Context: an optimization exercise on an open-source flow, tuned for small area and a short achievable clock period. The choices shown serve that exercise and are no tape-out recipe. Function was checked by simulation only, so behaviour that the tests miss may differ from the original. Power is estimated from default activity; no workload was simulated.

==> design/flow/design.v <==
module dataplane_top #(
    parameter DATA_WIDTH = 64
)(
    input  logic                    clk,
    input  logic                    rst_n,
    input  logic [31:0]             AWADDR,
    input  logic [ 2:0]             AWPROT,
    input  logic                    AWVALID,
    output logic                    AWREADY,
    input  logic [31:0]             WDATA,
    input  logic [ 3:0]             WSTRB,
    input  logic                    WVALID,
    output logic                    WREADY,
    input  logic                    BREADY,
    output logic                    BVALID,
    output logic [ 1:0]             BRESP,
    input  logic [31:0]             ARADDR,
    input  logic [ 2:0]             ARPROT,
    input  logic                    ARVALID,
    output logic                    ARREADY,
    input  logic                    RREADY,
    output logic                    RVALID,
    output logic [31:0]             RDATA,
    output logic [ 1:0]             RRESP,
    input  logic                    tvalid,
    input  logic [DATA_WIDTH-1:0]   tdata,
    input  logic [DATA_WIDTH/8-1:0] tkeep,
    input  logic                    tlast,
    output logic                    tready
);
assign tready = 1'b1;
assign BRESP  = 2'b00;
assign RRESP  = 2'b00;
logic        we_r;       
logic        wdone_r;    
logic        w_ctrl;     
logic        w_ok;       
logic [31:0] wdata_r;
wire         awv   = ~AWREADY;
wire         wdv   = ~WREADY;
wire         wdone = we_r & wdone_r;
always_ff @(posedge clk or negedge rst_n) begin
    if (!rst_n) begin
        AWREADY <= 1'b1;
        WREADY  <= 1'b1;
        BVALID  <= 1'b0;
        we_r    <= 1'b0;
        wdone_r <= 1'b0;
    end
    else begin
        if (AWVALID && AWREADY) AWREADY <= 1'b0;
        if (WVALID && WREADY)   WREADY  <= 1'b0;
        if (wdone && awv && wdv) begin
            BVALID  <= 1'b1;
            AWREADY <= 1'b1;
            WREADY  <= 1'b1;
            we_r    <= 1'b0;
        end
        if (BVALID && BREADY) BVALID <= 1'b0;
        if (awv && wdv && !wdone) we_r <= 1'b1;
        wdone_r <= we_r & w_ok;
    end
end
always_ff @(posedge clk) begin
    if (AWVALID && AWREADY) begin
        w_ctrl <= (AWADDR[31:30] == 2'b00) && (AWADDR[5:2] == 4'h1);
        w_ok   <= (AWADDR[31:30] != 2'b11);
    end
    if (WVALID && WREADY) wdata_r <= WDATA;
end
logic        rv;
logic [63:0] rd;
logic [7:0]  rk;
logic        rl;
always_ff @(posedge clk or negedge rst_n) begin
    if (!rst_n) rv <= 1'b0;
    else        rv <= tvalid;
end
always_ff @(posedge clk) begin
    rd <= tdata;
    rk <= tkeep;
    rl <= tlast;
end
logic       in_pkt;
logic [6:0] off;         
wire        sop = rv & ~in_pkt;
wire [6:0]  B   = sop ? 7'd0 : off;
logic [3:0] n;
logic [2:0] q [0:7];     
always_comb begin
    q[0] = 3'd0;
    for (int l = 1; l < 8; l++) q[l] = q[l-1] + {2'b00, rk[l-1]};
    n = {1'b0, q[7]} + {3'b000, rk[7]};
end
wire [7:0] cur = {1'b0, B} + {4'b0000, n};
always_ff @(posedge clk or negedge rst_n) begin
    if (!rst_n) begin
        in_pkt <= 1'b0;
        off    <= 7'd0;
    end
    else if (rv) begin
        in_pkt <= ~rl;
        off    <= (B[6:5] == 2'b11) ? B : cur[6:0];
    end
end
logic [7:0] D [0:7];
always_comb begin
    for (int s = 0; s < 8; s++) begin
        D[s] = 8'h00;
        for (int l = 0; l < 8; l++)
            if (rk[l] && ((B[2:0] + q[l]) == s[2:0])) D[s] = D[s] | rd[l*8 +: 8];
    end
end
function automatic logic in_beat(input logic [7:0] p, input logic [6:0] b, input logic [7:0] c);
    in_beat = ({1'b0, b} <= p) && (p < c);
endfunction
logic [7:0]  eth_s [0:13];
logic [3:0]  ihl_s;
logic [7:0]  proto_s;
logic [31:0] sip_s, dip_s;
logic [15:0] udp_src_s, udp_dst_s, tcp_src_s, tcp_dst_s;
wire [3:0] ihl_eff = (ihl_s >= 4'd5) ? ihl_s : 4'd5;
wire [7:0] l4_base = 8'd14 + {2'b00, ihl_eff, 2'b00};
always_ff @(posedge clk) begin
    if (rv) begin
        for (int p = 0; p < 14; p++)
            if (in_beat(8'(p), B, cur)) eth_s[p] <= D[p % 8];
        if (in_beat(8'd14, B, cur)) ihl_s   <= D[6][3:0];
        if (in_beat(8'd23, B, cur)) proto_s <= D[7];
        for (int k = 0; k < 4; k++) begin
            if (in_beat(8'(26 + k), B, cur)) sip_s[(3-k)*8 +: 8] <= D[(26 + k) % 8];
            if (in_beat(8'(30 + k), B, cur)) dip_s[(3-k)*8 +: 8] <= D[(30 + k) % 8];
        end
    end
end
logic [7:0] l4b [0:3];
logic [3:0] l4en;
always_comb begin
    for (int k = 0; k < 4; k++) begin
        l4b[k]  = D[(6 + k + (ihl_eff[0] ? 4 : 0)) % 8];
        l4en[k] = rv && in_beat(l4_base + 8'(k), B, cur);
    end
end
always_ff @(posedge clk or negedge rst_n) begin
    if (!rst_n) begin
        udp_src_s <= '0;
        udp_dst_s <= '0;
        tcp_src_s <= '0;
        tcp_dst_s <= '0;
    end
    else begin
        if (proto_s == 8'd6) begin
            if (l4en[0]) tcp_src_s[15:8] <= l4b[0];
            if (l4en[1]) tcp_src_s[7:0]  <= l4b[1];
            if (l4en[2]) tcp_dst_s[15:8] <= l4b[2];
            if (l4en[3]) tcp_dst_s[7:0]  <= l4b[3];
        end
        if (proto_s == 8'd17) begin
            if (l4en[0]) udp_src_s[15:8] <= l4b[0];
            if (l4en[1]) udp_src_s[7:0]  <= l4b[1];
            if (l4en[2]) udp_dst_s[15:8] <= l4b[2];
            if (l4en[3]) udp_dst_s[7:0]  <= l4b[3];
        end
    end
end
wire       eth_rdy = (off >= 7'd14);
wire       ip_now  = ({1'b0, off} >= l4_base);
wire       l4_now  = ((proto_s == 8'd6)  && ({1'b0, off} >= l4_base + 8'd20)) ||
                     ((proto_s == 8'd17) && ({1'b0, off} >= l4_base + 8'd8));
logic      ip_rdy, l4_d, l4_rdy;
always_ff @(posedge clk or negedge rst_n) begin
    if (!rst_n) begin
        ip_rdy <= 1'b0;
        l4_d   <= 1'b0;
        l4_rdy <= 1'b0;
    end
    else begin
        ip_rdy <= ip_now;
        l4_d   <= l4_now;
        l4_rdy <= l4_d;
    end
end
logic ec, ic, uc, ks, is4, vfk;
wire  gen = ec && is4 && ic && uc && !ks;
always_ff @(posedge clk or negedge rst_n) begin
    if (!rst_n) begin
        ec  <= 1'b0;
        ic  <= 1'b0;
        uc  <= 1'b0;
        ks  <= 1'b0;
        is4 <= 1'b0;
        vfk <= 1'b0;
    end
    else begin
        vfk <= gen;
        if (ec && !is4) begin
            ec <= 1'b0;
            ic <= 1'b0;
            uc <= 1'b0;
        end
        if (eth_rdy && !ec) begin
            is4 <= ({eth_s[12], eth_s[13]} == 16'h0800);
            ec  <= 1'b1;
        end
        if (ip_rdy && ec && !ic) ic <= 1'b1;
        if (l4_rdy && ic && !uc) uc <= 1'b1;
        if (gen) ks <= 1'b1;
        if (!eth_rdy) begin
            ec <= 1'b0;
            ic <= 1'b0;
            uc <= 1'b0;
            ks <= 1'b0;
        end
    end
end
logic [31:0] ctrl;
logic [47:0] rf_dmac, rf_smac;
logic [15:0] rf_et;
logic [31:0] rf_sip, rf_dip;
logic [7:0]  rf_pr;
logic [31:0] rf_udp, rf_tcp;
logic [31:0] fk_sip, fk_dip;
logic [15:0] fk_sp, fk_dp;
logic        fk_tcp, fk_udp;
always_ff @(posedge clk or negedge rst_n) begin
    if (!rst_n) begin
        ctrl    <= '0;
        rf_dmac <= '0;
        rf_smac <= '0;
        rf_et   <= '0;
        rf_sip  <= '0;
        rf_dip  <= '0;
        rf_pr   <= '0;
        rf_udp  <= '0;
        rf_tcp  <= '0;
        fk_sip  <= '0;
        fk_dip  <= '0;
        fk_sp   <= '0;
        fk_dp   <= '0;
        fk_tcp  <= 1'b0;
        fk_udp  <= 1'b0;
    end
    else begin
        if (eth_rdy) begin
            rf_dmac <= {eth_s[0], eth_s[1], eth_s[2], eth_s[3], eth_s[4], eth_s[5]};
            rf_smac <= {eth_s[6], eth_s[7], eth_s[8], eth_s[9], eth_s[10], eth_s[11]};
            rf_et   <= {eth_s[12], eth_s[13]};
        end
        if (ip_rdy) begin
            rf_sip <= sip_s;
            rf_dip <= dip_s;
            rf_pr  <= proto_s;
        end
        if (l4_rdy) begin
            rf_udp <= {udp_src_s, udp_dst_s};
            rf_tcp <= {tcp_src_s, tcp_dst_s};
        end
        if (vfk) begin
            fk_sip <= sip_s;
            fk_dip <= dip_s;
            fk_udp <= (proto_s == 8'd17);
            fk_tcp <= (proto_s != 8'd17);
            fk_sp  <= (proto_s == 8'd17) ? udp_src_s : tcp_src_s;
            fk_dp  <= (proto_s == 8'd17) ? udp_dst_s : tcp_dst_s;
        end
        if (we_r && w_ctrl) ctrl <= wdata_r;
    end
end
wire [127:0] fk = {24'h0, fk_sip, fk_dip, fk_sp, fk_dp,
                   3'b000, fk_udp, 1'b0, fk_tcp, fk_tcp, fk_udp};
logic       re_r, rdone_r;
logic [3:0] raddr;
logic [31:0] rdata_r;
logic [31:0] rmux;
always_comb begin
    case (raddr)
        4'h0: rmux = 32'hDEADBEEF;
        4'h1: rmux = ctrl;
        4'h2: rmux = rf_dmac[31:0];
        4'h3: rmux = {16'h0, rf_dmac[47:32]};
        4'h4: rmux = rf_smac[31:0];
        4'h5: rmux = {16'h0, rf_smac[47:32]};
        4'h6: rmux = {16'h0, rf_et};
        4'h7: rmux = rf_sip;
        4'h8: rmux = rf_dip;
        4'h9: rmux = {24'h0, rf_pr};
        4'ha: rmux = rf_udp;
        4'hb: rmux = rf_tcp;
        4'hc: rmux = fk[31:0];
        4'hd: rmux = fk[63:32];
        4'he: rmux = fk[95:64];
        default: rmux = fk[127:96];
    endcase
end
always_ff @(posedge clk or negedge rst_n) begin
    if (!rst_n) begin
        ARREADY <= 1'b1;
        RVALID  <= 1'b0;
        RDATA   <= 32'b0;
        re_r    <= 1'b0;
        rdone_r <= 1'b0;
    end
    else begin
        re_r    <= ARVALID && ARREADY;
        rdone_r <= re_r;
        if (ARVALID && ARREADY) ARREADY <= 1'b0;
        if (rdone_r) begin
            RDATA  <= rdata_r;
            RVALID <= 1'b1;
        end
        if (RVALID && RREADY) begin
            RVALID  <= 1'b0;
            ARREADY <= 1'b1;
        end
    end
end
always_ff @(posedge clk) begin
    if (ARVALID && ARREADY) raddr <= ARADDR[5:2];
    rdata_r <= rmux;
end
endmodule
==> design/flow/run.sh <==
#!/bin/bash
# synth_recipe.tcl (not shown) runs the flow's synth.tcl, then flattens the netlist and writes it again
# the make line also repeats each setting of config.mk as NAME=value (left out here)
make -C /OpenROAD-flow-scripts/flow DESIGN_CONFIG=/design/flow/config.mk WORK_HOME=/design/flow/orfs CLKGATE_MAP_FILE= SYNTH_SCRIPT=/design/flow/synth_recipe.tcl finish
==> design/flow/config.mk <==
export PLATFORM = sky130hd
export DESIGN_NAME = dataplane_top
export DESIGN_NICKNAME = dataplane_top
export VERILOG_FILES = /design/flow/design.v
export SDC_FILE = /design/flow/constraint.sdc
export NUM_CORES = 4
export LEC_CHECK = 0
export CAP_MARGIN = 20
export CORE_MARGIN = 2
export CORE_UTILIZATION = 25
export SLEW_MARGIN = 20
==> design/flow/constraint.sdc <==
create_clock -name core_clock -period 15.0 [get_ports {clk}]
set_input_delay 3.0000 -clock core_clock [delete_from_list [all_inputs] [get_ports {clk}]]
set_output_delay 3.0000 -clock core_clock [all_outputs]
set_load 0.01 [all_outputs]
==> flow_metrics.py <==
metrics = {
    "run_status": {
        "status": "finished clean",
    },
    "floorplan": {
        "die_x_um": 389,
        "rows": 141,
        "core_um2": 147000,
        "die_area_um2": 152000,
        "start_util": 0.252,
        "ios": 229,
        "fp.dieH_um": 389,
    },
    "synth": {
        "avgSynthCellArea_um2": 11.6,
        "yosysTopAreaCell": "dfrtp_1",
        "synth_top_area_share": 0.336,
        "async_flop_share": 0.602,
        "ys_seq_area_frac": 0.577,
        "synth_edf_count": 226,
        "synth_flop_cell": "dfrtp_1",
        "ys_ff_latch": 832,
        "yosys-top-cells-area": "dfrtp_1 34%, edfxtp_1 18%, mux2_2 11%, dfxtp_1 5.7%, nand2_1 5.2%",
        "synth_area_um2": 37100,
        "synthCells": 3190,
        "ys_top_cells_by_count": "518 x nand2_1, 498 x dfrtp_1, 350 x mux2_2",
        "ys_types": 78,
        "yosysMostFrequentCell": "nand2_1",
        "ys_warn_count": 5,
    },
    "setup_path": {
        "crit_fanout": 8,
        "arrival_ps": 6940,
        "path_class": "reg2reg",
        "reg2reg_depth": 18,
        "crit_required_ps": 15560,
        "r2r_start": "rk[2]$_DFF_P_",
        "rrSetupSlack_ps": 8620,
        "startpoint_type": "flip-flop",
        "cp-end-kind": "flip-flop",
        "r2r_end": "tcp_src_s[5]$_DFFE_PN0P_",
    },
    "pwr": {
        "power.leakage_nw": 18.5,
        "power.density_nw_per_um2": 218,
        "irDropWorstVdd_mv": 0.102,
    },
    "detailed_routing": {
        "drc": 0,
        "wl_per_cell_um": 26.6,
        "vias": 28000,
        "first_pass_iters": 6,
        "antenna_left": 0,
        "initialDrtViolationCount": 3165,
        "routed_via_density": 5.30,
        "routed_wl_um": 140000,
    },
    "clocking": {
        "clockBufferDepth": 3,
        "cts-root-buf": "clkbuf_16",
        "clk_pin_slew_ps": 70,
        "clk_latency_ps": 700,
        "cts_sinks": 832,
        "postCtsSetupBuffers": 0,
        "cts-buffers-inserted": 83,
        "cts_hold_buf": 0,
        "htreeDepth": 3,
        "tritoncts": "done",
        "ctsResizeCount": 0,
    },
    "layout": {
        "fillers": 15100,
        "multi_input_area_um2": 14700,
        "syn_to_final_growth_pct": 18.2,
        "ff_latch_area_um2": 21400,
        "fin_cells": 5289,
        "drive_gt1_frac": 0.185,
        "nets": 3540,
        "fin_area_um2": 43900,
    },
    "global_routing": {
        "grt_max_degree": 102,
        "overflow": 0,
        "grt_pass1_wl_um": 200000,
        "grt_pass1_vias": 26800,
        "antenna_found_initial": 10,
        "track_usage": 0.181,
    },
    "timing": {
        "whs_ps": 340,
        "rsz0062_at_grt": "false",
        "slew_violations": 0,
        "fin_crit_sh": 0.425,
        "setup_tns_ps": 0,
        "hold_viol": 0,
        "setup_violations": 0,
        "worst_pin_slew_ps": 1260,
        "slew_headroom": 0.157,
        "fmax_mhz": 157,
        "finalWorstSetupSlack_ps": 8620,
        "layout_min_cycle_time_ps": 6380,
        "skew_ps": 42.4,
    },
    "hold_path": {
        "hp-class": "reg2reg",
        "holdPathStages": 0,
        "hold_path_end": "l4_rdy$_DFF_PN0_",
        "hold_path_startpoint": "l4_d$_DFF_PN0_",
    },
    "run": {
        "drv_cap": 0,
    },
    "placed_design": {
        "place_ws_ps": 8710,
        "dpl.hpwl_um": 101000,
        "dp.cells": 5130,
        "placed_cell_area_um2": 41000,
        "gp_congestion": 0.929,
        "io_buffers": 159,
    },
}
worst max path at each step:
stage / endpoint / start / slack, ps / cells after the start
floorplan: udp_src_s[0]$_DFFE_PN0P_ / rk[0]$_DFF_P_ / 9860 / 20
global placement: tcp_src_s[1]$_DFFE_PN0P_ / rk[2]$_DFF_P_ / 8710 / 18
detailed placement: tcp_src_s[4]$_DFFE_PN0P_ / rk[2]$_DFF_P_ / 8710 / 18
CTS: tcp_src_s[0]$_DFFE_PN0P_ / rk[2]$_DFF_P_ / 8650 / 18
global route: tcp_src_s[4]$_DFFE_PN0P_ / rk[2]$_DFF_P_ / 8410 / 18
finish: tcp_src_s[5]$_DFFE_PN0P_ / rk[2]$_DFF_P_ / 8620 / 18
per-stage QoR:
step                      utilization  power (mW)
after floorplan                     -        5.55
after global placement          0.278        7.26
after detailed placement        0.278        7.30
after CTS                       0.297        9.49
after global routing            0.297        9.96
final                           0.297        9.56
metal layers:
metal  track usage  vias to the layer above  share of wire
li1              -                    12000              -
met1         0.258                    14300           0.44
met2         0.274                     1493           0.44
met3        0.0430                      231          0.094
met4        0.0456                        6          0.028
met5             0                        -        0.00029
placed cells by master (no fill, tap or decap), drive strengths merged, types with 20 or more instances in the layout:
master / count
dfxtp: 105
nor3: 39
and3: 20
a21oi: 101
dfrtp: 498
inv: 63
a221oi: 79
a22oi: 84
a22o: 40
a31oi: 34
ha: 58
clkdlybuf4s50: 158
and2: 37
clkbuf: 120
nand2b: 23
buf: 81
a32oi: 64
mux2i: 38
nand3: 128
nor2b: 21
nand2: 518
edfxtp: 226
a222oi: 35
o21ai: 47
a21o: 20
mux2: 350
nor2: 115
nand4: 38
logic make-up after synthesis:
group           count (synthesis)  synth area share
simple gates                  992             0.121
flops                         832             0.577
compound gates                605             0.123
mux                           388             0.116
buf+inv                       284            0.0303
fa+ha+maj                      67            0.0244
xor+xnor                       20           0.00762
other cells                     2          0.000202
final cells by class:
cell class,count,area share
antenna,2,0.000114
clock buffer,120,0.0547
clock inverter,36,0.0103
inverter,53,0.00454
multi-input combinational,2077,0.336
sequential,832,0.489
tap,1930,0.0551
timing repair buffer,239,0.0506
power by group:
group          leakage (nW)  internal (mW)  switching, mW  total, mW
sequential             9.49           3.16          0.459       3.62
combinational          7.59           1.18           2.58       3.76
clock                  1.38           1.22          0.960       2.18
registers in the layout, summed over array words and instances (netlist names), 48 cells and up:
signal and flops:
eth_s 112, rd 64, rf_dmac 48, rf_smac 48
critical path, stage by stage (launching register included):
cell      delay (ps)
dfxtp_1          520
fa_1             510
ha_1             210
ha_1             290
ha_1             340
ha_1             210
xnor3_2          440
xor2_1           170
ha_1             410
o21ai_0          170
nand2_1          130
xnor2_1          470
inv_1            280
ha_1             360
nor2b_1          120
o21ai_0          100
o311ai_0         600
or3_1            530
mux2_2           390

==> afterwards: timing with drivers on the ports <==
The flow's constraints put no driver on any port. The routed layout listed below was extracted and timed again, unchanged, in two steps.
Step 1: set_driving_cell puts a clkbuf_16 on clk and a buf_2 on each other input, an assumption about the parent block.
Step 2 times the ports against the registers' clock, not the clock port: input delays grow and output delays shrink by t, the midpoint of the rising clock arrivals with the driver on.
Slacks: ideal / step 1 / step 2; pairs: ideal / step 1.
shift t [ns]: 0.740
setup WS [ns]: 8.622 / 8.622 / 8.622
hold slack, ns: 0.340 / 0.340 / 0.340
clock arrival spread, ns: 0.042 / 0.043
worst data-port slew with drivers (ns): 0.08
After both steps this run still meets setup and hold. The setup slack of this run moves by 0.000 ns with the drivers and by 0.000 ns with both steps.
